This design comes from an exercise in tuning for small area and a short achievable clock period on the open sky130 flow, not from production work.
At most, simulation tests tie the RTL to the original design; equivalence was not proved.
Power figures rest on the tool's default switching activity, not on a simulated workload.

== old ==
==> module test1, before the edit <==
module test1 (clk, reset, num_input, cal_input, enter, ans);
    input clk;
    input reset;
    input num_input;
    input cal_input;
    input enter;
    output [7:0] ans;
    reg [7:0] ans;           
    reg rst_q;
    reg [1:0] key_q;         
    reg [3:0] cnt;           
    reg [7:0] tmp, index_cal;  
    reg is_cal;              
    reg busy, clr, ment;     
    reg [7:0] ns0, ns1, cs0;  
    reg nh, nu, nd, ch, cu;   
    wire ready  = (cnt == 4'd15);
    wire accept = rst_q & ready & (key_q != 2'd0);
    wire k_num  = accept & (key_q == 2'd1);
    wire k_cal  = accept & (key_q == 2'd2);
    wire k_ent  = accept & (key_q == 2'd3);
    wire tmp_nz = |tmp;
    wire num_nz = tmp_nz & ~is_cal;
    wire cal_nz = tmp_nz & is_cal;
    wire [7:0] tmp_cal = tmp;
    wire [7:0] tmp_inc = tmp + 8'd1;
    wire idx_nz = |index_cal;
    wire [7:0] a  = ns0;
    wire [7:0] b  = ns1;
    wire [7:0] op = cs0;
    wire is_add = (op == 8'd2);
    wire is_sub = (op == 8'd3);
    wire is_mul = (op == 8'd4);
    wire is_div = (op == 8'd5);
    wire st0 = (cnt == 4'd0) | (cnt == 4'd3) | (cnt == 4'd6) | (cnt == 4'd9) | (cnt == 4'd12);
    wire st1 = (cnt == 4'd1) | (cnt == 4'd4) | (cnt == 4'd7) | (cnt == 4'd10);
    wire st2 = (cnt == 4'd2) | (cnt == 4'd5) | (cnt == 4'd8) | (cnt == 4'd11);
    wire lim    = ment ? (cnt < 4'd12) : (cnt < 4'd9);
    wire run    = busy & ~clr;
    wire cond   = idx_nz & lim & (ment | (op >= tmp_cal));
    wire red0   = run & st0 & cond;    
    wire redm   = run & st1;
    wire redl   = run & st2;           
    wire finish = run & st0 & ~cond;
    wire inv = is_sub | is_div;
    wire [7:0] ai = inv ? ~a : a;
    wire ah1 = ~|a[7:1];
    wire ah2 = ~|a[7:2];
    wire r7 = is_mul ? (b[7] & a[0]) : (b[7] & ~(is_div & ah1 & a[0]));
    wire q7 = ah1 & (~a[0] | b[7]);
    wire [1:0] t6 = {r7, b[6]};
    wire q6 = ah2 & (t6 >= a[1:0]);
    wire [1:0] r6 = is_mul ? {r7 ^ (b[6] & a[1]), b[6] & a[0]} :
                    (is_div & q6) ? (t6 - a[1:0]) : t6;
    wire [7:0] rin = st0 ? {6'd0, r6} : ans;
    wire [1:0] xb = st0 ? b[5:4] : b[7:6];
    reg  [7:0] r [0:2];
    reg  [1:0] q;
    reg  [8:0] s;
    reg  [8:0] t;
    reg        en;
    reg        c, o, p;
    integer j, k;
    always @* begin
        r[0] = rin;
        for (j = 0; j < 2; j = j + 1) begin
            t  = {r[j], xb[1-j] & ~is_mul};
            en = is_div | (is_mul & xb[1-j]) | ((is_add | is_sub) & st2 & (j == 1));
            if (j == 0) begin
                c = en & inv;
                for (k = 0; k < 8; k = k + 1) begin
                    o = en & ai[k];
                    p = t[k] ^ o;
                    s[k] = p ^ c;
                    c = (t[k] & o) | (p & c);
                end
                s[8] = c;
            end else
                s  = {1'b0, t[7:0]} + {1'b0, en ? ai : 8'd0} + {8'd0, en & inv};
            q[1-j] = t[8] | s[8];
            r[j+1] = (is_div & ~q[1-j]) ? t[7:0] : s[7:0];
        end
    end
    wire [7:0] quo = {b[5:0], q};
    wire [7:0] res = is_div ? quo : r[2];
    wire p_pop = ~rst_q | clr | redm;
    wire p_pn  = (k_cal | k_ent) & num_nz;
    wire p_pc  = (k_ent & ~num_nz & cal_nz) | (finish & ~ment & cal_nz);
    reg ph;
    reg [7:0] nsp [2:15];
    reg [7:0] csp [1:15];
    wire [7:0] phv = {8{ph}};
    wire [7:0] n1e = ns1 ^ phv;         
    wire [7:0] c0e = cs0 ^ phv;         
    wire [7:0] n2v = nsp[2] ^ phv;      
    wire [7:0] c1v = csp[1] ^ phv;      
    wire other = ~(is_add | is_sub | is_mul | is_div);
    integer i;
    always @(posedge clk) begin
        rst_q <= reset;
        key_q <= ~num_input ? 2'd1 : ~cal_input ? 2'd2 : ~enter ? 2'd3 : 2'd0;
        nd <= p_pop;
        nu <= p_pn & ~p_pop;
        nh <= ~(p_pn | p_pop);
        cu <= p_pc & ~p_pop;
        ch <= ~(p_pc | p_pop);
        ph <= rst_q & ~ph;
        nsp[2] <= ~(({8{nh}} & nsp[2]) | ({8{nu}} & n1e) | ({8{nd}} & nsp[3]));
        for (i = 3; i < 15; i = i + 1)
            nsp[i] <= ~(({8{nh}} & nsp[i]) | ({8{nu}} & nsp[i-1]) | ({8{nd}} & nsp[i+1]));
        nsp[15] <= ~(({8{nh}} & nsp[15]) | ({8{nu}} & nsp[14]) | ({8{nd}} & phv));
        csp[1] <= ~(({8{ch}} & csp[1]) | ({8{cu}} & c0e) | ({8{nd}} & csp[2]));
        for (i = 2; i < 15; i = i + 1)
            csp[i] <= ~(({8{ch}} & csp[i]) | ({8{cu}} & csp[i-1]) | ({8{nd}} & csp[i+1]));
        csp[15] <= ~(({8{ch}} & csp[15]) | ({8{cu}} & csp[14]) | ({8{nd}} & phv));
        if (nu) begin
            ns1 <= ns0;
            ns0 <= tmp;
        end else if (nd) begin
            ns1 <= n2v;
            if (~redl) ns0 <= 8'd0;
            else if (~other) ns0 <= res;
        end else if (red0) begin
            ns1 <= {b[3:0], q7, q6, q};
        end else if (redm) begin
            ns1 <= {b[5:0], q};
        end
        if (cu) cs0 <= tmp;
        else if (nd) cs0 <= c1v;
        if (~rst_q) begin
            cnt <= 4'd0;
            tmp <= 8'd0;
            is_cal <= 1'b0;
            index_cal <= 8'd0;
            ans <= 8'd0;
            busy <= 1'b1;
            clr <= 1'b1;
            ment <= 1'b0;
        end else begin
            if (accept) cnt <= 4'd0;
            else if (!ready) cnt <= cnt + 4'd1;
            if (nu) tmp <= {7'd0, ~ment};
            if (cu) begin
                tmp <= {7'd0, ~ment};
                if (~ment) is_cal <= 1'b0;
                index_cal <= index_cal + 8'd1;
            end
            if (clr) begin
                if (cnt == 4'd14) begin
                    clr <= 1'b0;
                    busy <= 1'b0;
                end
            end else if (k_num) begin
                ment <= 1'b0;
                if (cal_nz) begin
                    busy <= 1'b1;
                end else begin
                    tmp <= tmp_inc;
                    ans <= tmp_inc;
                    is_cal <= 1'b0;
                end
            end else if (k_cal) begin
                ment <= 1'b0;
                if (~num_nz) tmp <= tmp_inc;
                ans <= num_nz ? 8'd1 : tmp_inc;
                is_cal <= 1'b1;
            end else if (k_ent) begin
                ment <= 1'b1;
                if (~tmp_nz) busy <= 1'b1;
            end else if (finish) begin
                busy <= 1'b0;
                ans <= ment ? a : 8'd1;
            end else if (red0 | redm) begin
                ans <= r[2];
            end else if (redl) begin
                index_cal <= index_cal - 8'd1;
            end
        end
    end
endmodule
export LEC_CHECK = 0
export CAP_MARGIN = 20
export CORE_MARGIN = 2
export CORE_UTILIZATION = 40
export CTS_BUF_LIST = sky130_fd_sc_hd__clkbuf_16
export CTS_CLUSTER_DIAMETER = 100
export CTS_CLUSTER_SIZE = 30
export SLEW_MARGIN = 20
create_clock -name core_clock -period 45.0 [get_ports {clk}]
standard.sh (not shown) runs the stock make flow with config.mk's settings and CLKGATE_MAP_FILE= SYNTH_SCRIPT=/design/flow/synth_recipe.tcl, a recipe that flattens the netlist after the stock synthesis.
==> flow/flow/run.sh <==
#!/bin/bash
# The standard layout, with two changes: the output registers are sized
# up after synthesis, and the port buffers are buf_4.
set -euo pipefail
bash standard.sh synth > standard_synth.log 2>&1
openroad -no_init -exit flow/upsize.tcl > upsize.log 2>&1
bash standard.sh "BUFFER_PORTS_ARGS=-buffer_cell sky130_fd_sc_hd__buf_4" finish > standard_flow.log 2>&1
==> flow/flow/upsize.tcl <==
# Give the registers that drive the output ports a stronger drive: same cell
# type (dfxtp), larger size. Everything else is the standard layout.
read_db orfs/results/sky130hd/test1/base/1_synth.odb
set m [[ord::get_db] findMaster sky130_fd_sc_hd__dfxtp_4]
set n 0
foreach inst [[ord::get_db_block] getInsts] {
  if {[string range [$inst getName] 0 3] eq "ans\\" && [[$inst getMaster] getName] eq "sky130_fd_sc_hd__dfxtp_1"} {
    $inst swapMaster $m
    incr n
  }
}
puts "upsized $n"
write_db orfs/results/sky130hd/test1/base/1_synth.odb
--- input diff old..new ---
--- a/flow/design.v
+++ b/flow/design.v
@@ -4,25 +4,24 @@
     input reset;
     input num_input;
     input cal_input;
     input enter;
     output [7:0] ans;
     reg [7:0] ans;           
-    reg rst_q;
-    reg [1:0] key_q;         
+    reg rst_q, num_q, cal_q, ent_q;
     reg [3:0] cnt;           
     reg [7:0] tmp, index_cal;  
     reg is_cal;              
     reg busy, clr, ment;     
     reg [7:0] ns0, ns1, cs0;  
     reg nh, nu, nd, ch, cu;   
     wire ready  = (cnt == 4'd15);
-    wire accept = rst_q & ready & (key_q != 2'd0);
-    wire k_num  = accept & (key_q == 2'd1);
-    wire k_cal  = accept & (key_q == 2'd2);
-    wire k_ent  = accept & (key_q == 2'd3);
+    wire accept = rst_q & ready & ~(num_q & cal_q & ent_q);
+    wire k_num  = accept & ~num_q;
+    wire k_cal  = accept & num_q & ~cal_q;
+    wire k_ent  = accept & num_q & cal_q;
     wire tmp_nz = |tmp;
     wire num_nz = tmp_nz & ~is_cal;
     wire cal_nz = tmp_nz & is_cal;
     wire [7:0] tmp_cal = tmp;
     wire [7:0] tmp_inc = tmp + 8'd1;
     wire idx_nz = |index_cal;
@@ -96,13 +95,15 @@
     wire [7:0] n2v = nsp[2] ^ phv;      
     wire [7:0] c1v = csp[1] ^ phv;      
     wire other = ~(is_add | is_sub | is_mul | is_div);
     integer i;
     always @(posedge clk) begin
         rst_q <= reset;
-        key_q <= ~num_input ? 2'd1 : ~cal_input ? 2'd2 : ~enter ? 2'd3 : 2'd0;
+        num_q <= num_input;
+        cal_q <= cal_input;
+        ent_q <= enter;
         nd <= p_pop;
         nu <= p_pn & ~p_pop;
         nh <= ~(p_pn | p_pop);
         cu <= p_pc & ~p_pop;
         ch <= ~(p_pc | p_pop);
         ph <= rst_q & ~ph;
==> run notes <==
- Going from old to new, setup slack went up 0.041 ns; maximum operating frequency went up; post-route clock period utilization held.
- Summary — area of the multi-input gates, new relative to old: higher, by about 0.45%.
- new finished every step from synthesis to the final layout, and the layout passed the timing, DRC and antenna checks.
- new ends up with a filler-free cell count of the finished design that is about 1% lower than in old.
- [compare] base=old new=new: placer's final routability congestion estimate up 0.010; total track usage ~0 delta.
The RTL of old was laid out without a check of its function.

========
Another version of the RTL of test1 (not shown whole).
Size in the first run: ~1,200 cells after synthesis, about 0.013 mm² of cells after synthesis.
==> module test1, before the edit <==
module test1 (clk, reset, num_input, cal_input, enter, ans);
    input clk;
    input reset;
    input num_input;
    input cal_input;
    input enter;
    output [7:0] ans;
    reg [7:0] ans;           
    reg rst_q, num_q, cal_q, ent_q;
    reg [3:0] cnt;           
    reg [7:0] tmp, index_cal;  
    reg is_cal;              
    reg busy, clr, ment;     
    reg [7:0] ns0, ns1, cs0;  
    reg nh, nu, nd, ch, cu;   
    wire ready  = (cnt == 4'd15);
    wire accept = rst_q & ready & ~(num_q & cal_q & ent_q);
    wire k_num  = accept & ~num_q;
    wire k_cal  = accept & num_q & ~cal_q;
    wire k_ent  = accept & num_q & cal_q;
    wire tmp_nz = |tmp;
    wire num_nz = tmp_nz & ~is_cal;
    wire cal_nz = tmp_nz & is_cal;
    wire [7:0] tmp_cal = tmp;
    wire [7:0] tmp_inc = tmp + 8'd1;
    wire idx_nz = |index_cal;
    wire [7:0] a  = ns0;
    wire [7:0] b  = ns1;
    wire [7:0] op = cs0;
    wire is_add = (op == 8'd2);
    wire is_sub = (op == 8'd3);
    wire is_mul = (op == 8'd4);
    wire is_div = (op == 8'd5);
    reg st0, st1, st2;
    always @* begin
        st0 = 1'b0; st1 = 1'b0; st2 = 1'b0;
        case (cnt)
            4'd0, 4'd3, 4'd6, 4'd9, 4'd12: st0 = 1'b1;
            4'd1, 4'd4, 4'd7, 4'd10:       st1 = 1'b1;
            4'd2, 4'd5, 4'd8, 4'd11:       st2 = 1'b1;
            default: ;
        endcase
    end
    wire lim    = ment ? (cnt < 4'd12) : (cnt < 4'd9);
    wire run    = busy & ~clr;
    wire cond   = idx_nz & lim & (ment | (op >= tmp_cal));
    wire red0   = run & st0 & cond;    
    wire redm   = run & st1;
    wire redl   = run & st2;           
    wire finish = run & st0 & ~cond;
    wire inv = is_sub | is_div;
    wire [7:0] ai = inv ? ~a : a;
    wire ah1 = ~|a[7:1];
    wire ah2 = ~|a[7:2];
    wire r7 = is_mul ? (b[7] & a[0]) : (b[7] & ~(is_div & ah1 & a[0]));
    wire q7 = ah1 & (~a[0] | b[7]);
    wire [1:0] t6 = {r7, b[6]};
    wire q6 = ah2 & (t6 >= a[1:0]);
    wire [1:0] r6 = is_mul ? {r7 ^ (b[6] & a[1]), b[6] & a[0]} :
                    (is_div & q6) ? (t6 - a[1:0]) : t6;
    wire [7:0] rin = st0 ? {6'd0, r6} : ans;
    wire [1:0] xb = st0 ? b[5:4] : b[7:6];
    reg  [7:0] r [0:2];
    reg  [1:0] q;
    reg  [8:0] s;
    reg  [8:0] t;
    reg        en;
    reg        c, o, p;
    integer j, k;
    always @* begin
        r[0] = rin;
        for (j = 0; j < 2; j = j + 1) begin
            t  = {r[j], xb[1-j] & ~is_mul};
            en = is_div | (is_mul & xb[1-j]) | ((is_add | is_sub) & st2 & (j == 1));
            if (j == 0) begin
                c = en & inv;
                for (k = 0; k < 8; k = k + 1) begin
                    o = en & ai[k];
                    p = t[k] ^ o;
                    s[k] = p ^ c;
                    c = (t[k] & o) | (p & c);
                end
                s[8] = c;
            end else
                s  = {1'b0, t[7:0]} + {1'b0, en ? ai : 8'd0} + {8'd0, en & inv};
            q[1-j] = t[8] | s[8];
            r[j+1] = (is_div & ~q[1-j]) ? t[7:0] : s[7:0];
        end
    end
    wire [7:0] quo = {b[5:0], q};
    wire [7:0] res = is_div ? quo : r[2];
    wire p_pop = ~rst_q | clr | redm;
    wire p_pn  = (k_cal | k_ent) & num_nz;
    wire p_pc  = (k_ent & ~num_nz & cal_nz) | (finish & ~ment & cal_nz);
    reg ph;
    reg [7:0] nsp [2:15];
    reg [7:0] csp [1:15];
    wire [7:0] phv = {8{ph}};
    wire [7:0] n1e = ns1 ^ phv;         
    wire [7:0] c0e = cs0 ^ phv;         
    wire [7:0] n2v = nsp[2] ^ phv;      
    wire [7:0] c1v = csp[1] ^ phv;      
    wire other = ~(is_add | is_sub | is_mul | is_div);
    integer i;
    always @(posedge clk) begin
        rst_q <= reset;
        num_q <= num_input;
        cal_q <= cal_input;
        ent_q <= enter;
        nd <= p_pop;
        nu <= p_pn & ~p_pop;
        nh <= ~(p_pn | p_pop);
        cu <= p_pc & ~p_pop;
        ch <= ~(p_pc | p_pop);
        ph <= rst_q & ~ph;
        nsp[2] <= ~(({8{nh}} & nsp[2]) | ({8{nu}} & n1e) | ({8{nd}} & nsp[3]));
        for (i = 3; i < 15; i = i + 1)
            nsp[i] <= ~(({8{nh}} & nsp[i]) | ({8{nu}} & nsp[i-1]) | ({8{nd}} & nsp[i+1]));
        nsp[15] <= ~(({8{nh}} & nsp[15]) | ({8{nu}} & nsp[14]) | ({8{nd}} & phv));
        csp[1] <= ~(({8{ch}} & csp[1]) | ({8{cu}} & c0e) | ({8{nd}} & csp[2]));
        for (i = 2; i < 15; i = i + 1)
            csp[i] <= ~(({8{ch}} & csp[i]) | ({8{cu}} & csp[i-1]) | ({8{nd}} & csp[i+1]));
        csp[15] <= ~(({8{ch}} & csp[15]) | ({8{cu}} & csp[14]) | ({8{nd}} & phv));
        if (nu) begin
            ns1 <= ns0;
            ns0 <= tmp;
        end else if (nd) begin
            ns1 <= n2v;
            if (~redl) ns0 <= 8'd0;
            else if (~other) ns0 <= res;
        end else if (red0) begin
            ns1 <= {b[3:0], q7, q6, q};
        end else if (redm) begin
            ns1 <= {b[5:0], q};
        end
        if (cu) cs0 <= tmp;
        else if (nd) cs0 <= c1v;
        if (~rst_q) begin
            cnt <= 4'd0;
            tmp <= 8'd0;
            is_cal <= 1'b0;
            index_cal <= 8'd0;
            ans <= 8'd0;
            busy <= 1'b1;
            clr <= 1'b1;
            ment <= 1'b0;
        end else begin
            if (accept) cnt <= 4'd0;
            else if (!ready) cnt <= cnt + 4'd1;
            if (nu) tmp <= {7'd0, ~ment};
            if (cu) begin
                tmp <= {7'd0, ~ment};
                if (~ment) is_cal <= 1'b0;
                index_cal <= index_cal + 8'd1;
            end
            if (clr) begin
                if (cnt == 4'd14) begin
                    clr <= 1'b0;
                    busy <= 1'b0;
                end
            end else if (k_num) begin
                ment <= 1'b0;
                if (cal_nz) begin
                    busy <= 1'b1;
                end else begin
                    tmp <= tmp_inc;
                    ans <= tmp_inc;
                    is_cal <= 1'b0;
                end
            end else if (k_cal) begin
                ment <= 1'b0;
                if (~num_nz) tmp <= tmp_inc;
                ans <= num_nz ? 8'd1 : tmp_inc;
                is_cal <= 1'b1;
            end else if (k_ent) begin
                ment <= 1'b1;
                if (~tmp_nz) busy <= 1'b1;
            end else if (finish) begin
                busy <= 1'b0;
                ans <= ment ? a : 8'd1;
            end else if (red0 | redm) begin
                ans <= r[2];
            end else if (redl) begin
                index_cal <= index_cal - 8'd1;
            end
        end
    end
endmodule
Settings: LEC_CHECK=0, CAP_MARGIN=20, CORE_MARGIN=2, CORE_UTILIZATION=25, CTS_BUF_LIST=sky130_fd_sc_hd__clkbuf_16, CTS_CLUSTER_DIAMETER=100, CTS_CLUSTER_SIZE=30, SLEW_MARGIN=20; clock period 45.0 ns.
Scripts as last shown in full above: flow/flow/run.sh, flow/flow/upsize.tcl
Next try:
--- a/flow/design.v
+++ b/flow/design.v
@@ -29,22 +29,15 @@
     wire [7:0] b  = ns1;
     wire [7:0] op = cs0;
     wire is_add = (op == 8'd2);
     wire is_sub = (op == 8'd3);
     wire is_mul = (op == 8'd4);
     wire is_div = (op == 8'd5);
-    reg st0, st1, st2;
-    always @* begin
-        st0 = 1'b0; st1 = 1'b0; st2 = 1'b0;
-        case (cnt)
-            4'd0, 4'd3, 4'd6, 4'd9, 4'd12: st0 = 1'b1;
-            4'd1, 4'd4, 4'd7, 4'd10:       st1 = 1'b1;
-            4'd2, 4'd5, 4'd8, 4'd11:       st2 = 1'b1;
-            default: ;
-        endcase
-    end
+    wire st0 = (cnt == 4'd0) | (cnt == 4'd3) | (cnt == 4'd6) | (cnt == 4'd9) | (cnt == 4'd12);
+    wire st1 = (cnt == 4'd1) | (cnt == 4'd4) | (cnt == 4'd7) | (cnt == 4'd10);
+    wire st2 = (cnt == 4'd2) | (cnt == 4'd5) | (cnt == 4'd8) | (cnt == 4'd11);
     wire lim    = ment ? (cnt < 4'd12) : (cnt < 4'd9);
     wire run    = busy & ~clr;
     wire cond   = idx_nz & lim & (ment | (op >= tmp_cal));
     wire red0   = run & st0 & cond;    
     wire redm   = run & st1;
     wire redl   = run & st2;           
After rerunning:
- The changed run completed without violations
- core utilization barely changes
- clock power hardly moves
- via count came out lower by 0.84%
- design area barely changes
- wire length came out lower by 2.3%
- setup slack improved by 4.3 ps
- fmax barely changes
- worst hold slack degrades by 12 ps

[re-timing with driven ports]
In the flow no input, the clock included, has a driving cell. The finished layouts below were timed again as built, in two steps.
Step 1: set_driving_cell puts a clkbuf_16 on clk and a buf_2 on each other input, an assumption about the parent block.
Step 2, shift: input delay + t, output delay - t, t = (earliest + latest rising clock arrival at the registers) / 2. This alone moves slack from input paths to output paths.
Three values: no drivers, after step 1, after step 2; two values: the first two.
run | t, ns | setup slack, ns | worst setup path after step 2 | worst slew at a driven data input, ns | pins driven straight from the clock port
old | 0.553 | 34.955 / 34.904 / 35.458 | register to output | 0.03 | 1
new | 0.537 | 34.996 / 34.945 / 35.285 | register to register | 0.03 | 1
the first run of note 2 | 0.549 | 34.969 / 34.911 / 35.460 | register to output | 0.03 | 1
the second run of note 2 | 0.556 | 34.973 / 34.915 / 35.372 | register to register | 0.03 | 1
After both steps setup and hold are still met in every run listed.
